Context: an optimization exercise on an open-source flow, tuned for small area. The choices shown serve that exercise and are no tape-out recipe. The RTL was checked by simulation tests, not by an equivalence proof against the original design. No driver is modelled on the clock port, so clocking that relies on it looks cheaper here than on a real chip.

==> violet: inputs <==
==> flow/design.v (excerpt) <==
module proj9_top(
	input wire  SCLK,
	input wire  MOSI,
	input wire  CSN,
	input wire  rst_n,
	output wire MISO,
	output wire MISO_enable
);
==> flow/config.mk <==
export PLATFORM = sky130hd
export DESIGN_NAME = proj9_top
export DESIGN_NICKNAME = proj9_top
export VERILOG_FILES = /design/flow/design.v
export SDC_FILE = /design/flow/constraint.sdc
export NUM_CORES = 8
export LEC_CHECK = 0
export CAP_MARGIN = 5
export CORE_MARGIN = 2
export CORE_UTILIZATION = 75
export SLEW_MARGIN = 5
==> flow/constraint.sdc <==
create_clock -name core_clock -period 10.0 [get_ports {SCLK}]
set_input_delay 2.0000 -clock core_clock [delete_from_list [all_inputs] [get_ports {SCLK}]]
set_output_delay 2.0000 -clock core_clock [all_outputs]
set_load 0.01 [all_outputs]
standard.sh (not shown) runs the stock make flow with config.mk's settings and CLKGATE_MAP_FILE= SYNTH_SCRIPT=/design/flow/synth_recipe.tcl, a recipe that flattens the netlist after the stock synthesis.
==> flow/flow/run.sh <==
#!/bin/bash
# Own layout flow: the standard ORFS flow (standard.sh) with two changes:
#  - synthesis maps the combinational logic with ABC's area-oriented default
#    mapping (flow/abc_map.script) instead of ORFS's delay-oriented script;
#    registers are mapped exactly as in the standard synthesis;
#  - clock tree synthesis uses buf_6 leaf buffers and inserts no dummy loads;
#    flow/post_cts.tcl then upsizes the leaf buffers whose flip-flop clock
#    pins would see too slow a slew.
# ORFS writes each step's full log under orfs/logs/; make's output for each
# phase goes to logs/ here.
set -euo pipefail
W=$PWD
mkdir -p "$W/logs"
rm -rf "$W/scripts_mod"
cp -r "$FLOW_HOME/scripts" "$W/scripts_mod"
cp "$W/flow/abc_map.script" "$W/scripts_mod/abc_speed.script"
bash standard.sh SCRIPTS_DIR="$W/scripts_mod" synth > "$W/logs/synth.log" 2>&1
export CTS_ARGS="-sink_clustering_enable -repair_clock_nets -sink_clustering_size 18 -sink_clustering_max_diameter 42 -buf_list sky130_fd_sc_hd__buf_6 -dont_use_dummy_load"
export POST_CTS_TCL="$W/flow/post_cts.tcl"
bash standard.sh finish > "$W/logs/finish.log" 2>&1
==> flow/flow/abc_map.script <==
strash
&get -n
&fraig -x
&put
scorr
dc2
strash
&get -n
&dch -f
&nf
&put
==> flow/flow/post_cts.tcl <==
# Sourced by ORFS's cts.tcl after clock tree synthesis (POST_CTS_TCL).
# Upsizes each clock-tree leaf buffer whose worst flip-flop clock-pin slew,
# estimated from placement, is above a threshold, then legalizes again.
proc clk_leaf_upsize { thr bigger } {
  set_propagated_clock [all_clocks]
  estimate_parasitics -placement
  set n 0
  foreach inst [get_cells -filter "ref_name =~ sky130_fd_sc_hd__buf_*"] {
    set out [get_pins -of_objects $inst -filter "direction==output"]
    set net [get_nets -of_objects $out]
    set w 0
    set clk 0
    foreach ld [get_pins -of_objects $net -filter "direction==input"] {
      if { [get_name $ld] eq "CLK" || [get_name $ld] eq "CLK_N" } {
        set clk 1
        foreach p {slew_max_rise slew_max_fall} {
          set w [expr { max($w, [get_property $ld $p]) }]
        }
      }
    }
    if { $clk && $w > $thr } {
      replace_cell $inst $bigger
      incr n
    }
  }
  puts "clk_leaf_upsize: $n leaf buffers upsized to $bigger"
}

clk_leaf_upsize 0.115 sky130_fd_sc_hd__buf_8
detailed_placement
check_placement -verbose
estimate_parasitics -placement
==> onyx (differences from violet) <==
==> flow/flow/run.sh (replaced) <==
#!/bin/bash
# Own layout flow: the standard ORFS flow (standard.sh) with three changes:
#  - synthesis maps the combinational logic with ABC's area-oriented default
#    mapping (flow/abc_map.script) instead of ORFS's delay-oriented script;
#    registers are mapped exactly as in the standard synthesis;
#  - clock tree synthesis inserts no dummy loads;
#  - the port buffers are buf_2 cells.
# ORFS writes each step's full log under orfs/logs/; make's output for each
# phase goes to logs/ here.
set -euo pipefail
W=$PWD
mkdir -p "$W/logs"
rm -rf "$W/scripts_mod"
cp -r "$FLOW_HOME/scripts" "$W/scripts_mod"
cp "$W/flow/abc_map.script" "$W/scripts_mod/abc_speed.script"
bash standard.sh SCRIPTS_DIR="$W/scripts_mod" synth > "$W/logs/synth.log" 2>&1
export CTS_ARGS="-sink_clustering_enable -repair_clock_nets -sink_clustering_size 20 -sink_clustering_max_diameter 45 -buf_list sky130_fd_sc_hd__clkbuf_8 -dont_use_dummy_load"
export BUFFER_PORTS_ARGS="-buffer_cell sky130_fd_sc_hd__buf_2"
export RECOVER_POWER=100
export POST_GLOBAL_ROUTE_TCL="$W/flow/post_grt.tcl"
bash standard.sh finish > "$W/logs/finish.log" 2>&1
==> flow/flow/abc_map.script (replaced) <==
strash
&get -n
&fraig -x
&put
scorr
dc2
strash
&get -n
&dch -f
&nf -R 1000
&put
==> flow/flow/post_grt.tcl (new file) <==
# Sourced by ORFS's global_route.tcl at its end (POST_GLOBAL_ROUTE_TCL): after
# power recovery has downsized non-critical cells, repair max slew and max
# capacitance again, legalize, and route the changed nets incrementally.
global_route -start_incremental
estimate_parasitics -global_routing
repair_design_helper
detailed_placement
global_route -end_incremental
estimate_parasitics -global_routing
report_check_types -max_slew -max_capacitance
removed: flow/flow/post_cts.tcl
==> summary.txt <==
Max Slew Vio Count 16; max cap viols 1; Worst Skew 0.204 ns; setup ws final 0.645 ns; status failed layout checks; layout check faults max-capacitance violations, max-slew violations; CLK BUF 235
That was onyx.
==> summary.txt <==
status finished clean; Yosys cell types 53; Iter 0 DRT Violations 3456; Worst Skew about 0.21 ns; max cap viols 0; setup ws final 0.802 ns; post-synth top area share just over 90%; Max Slew Vio Count 0
That was violet.
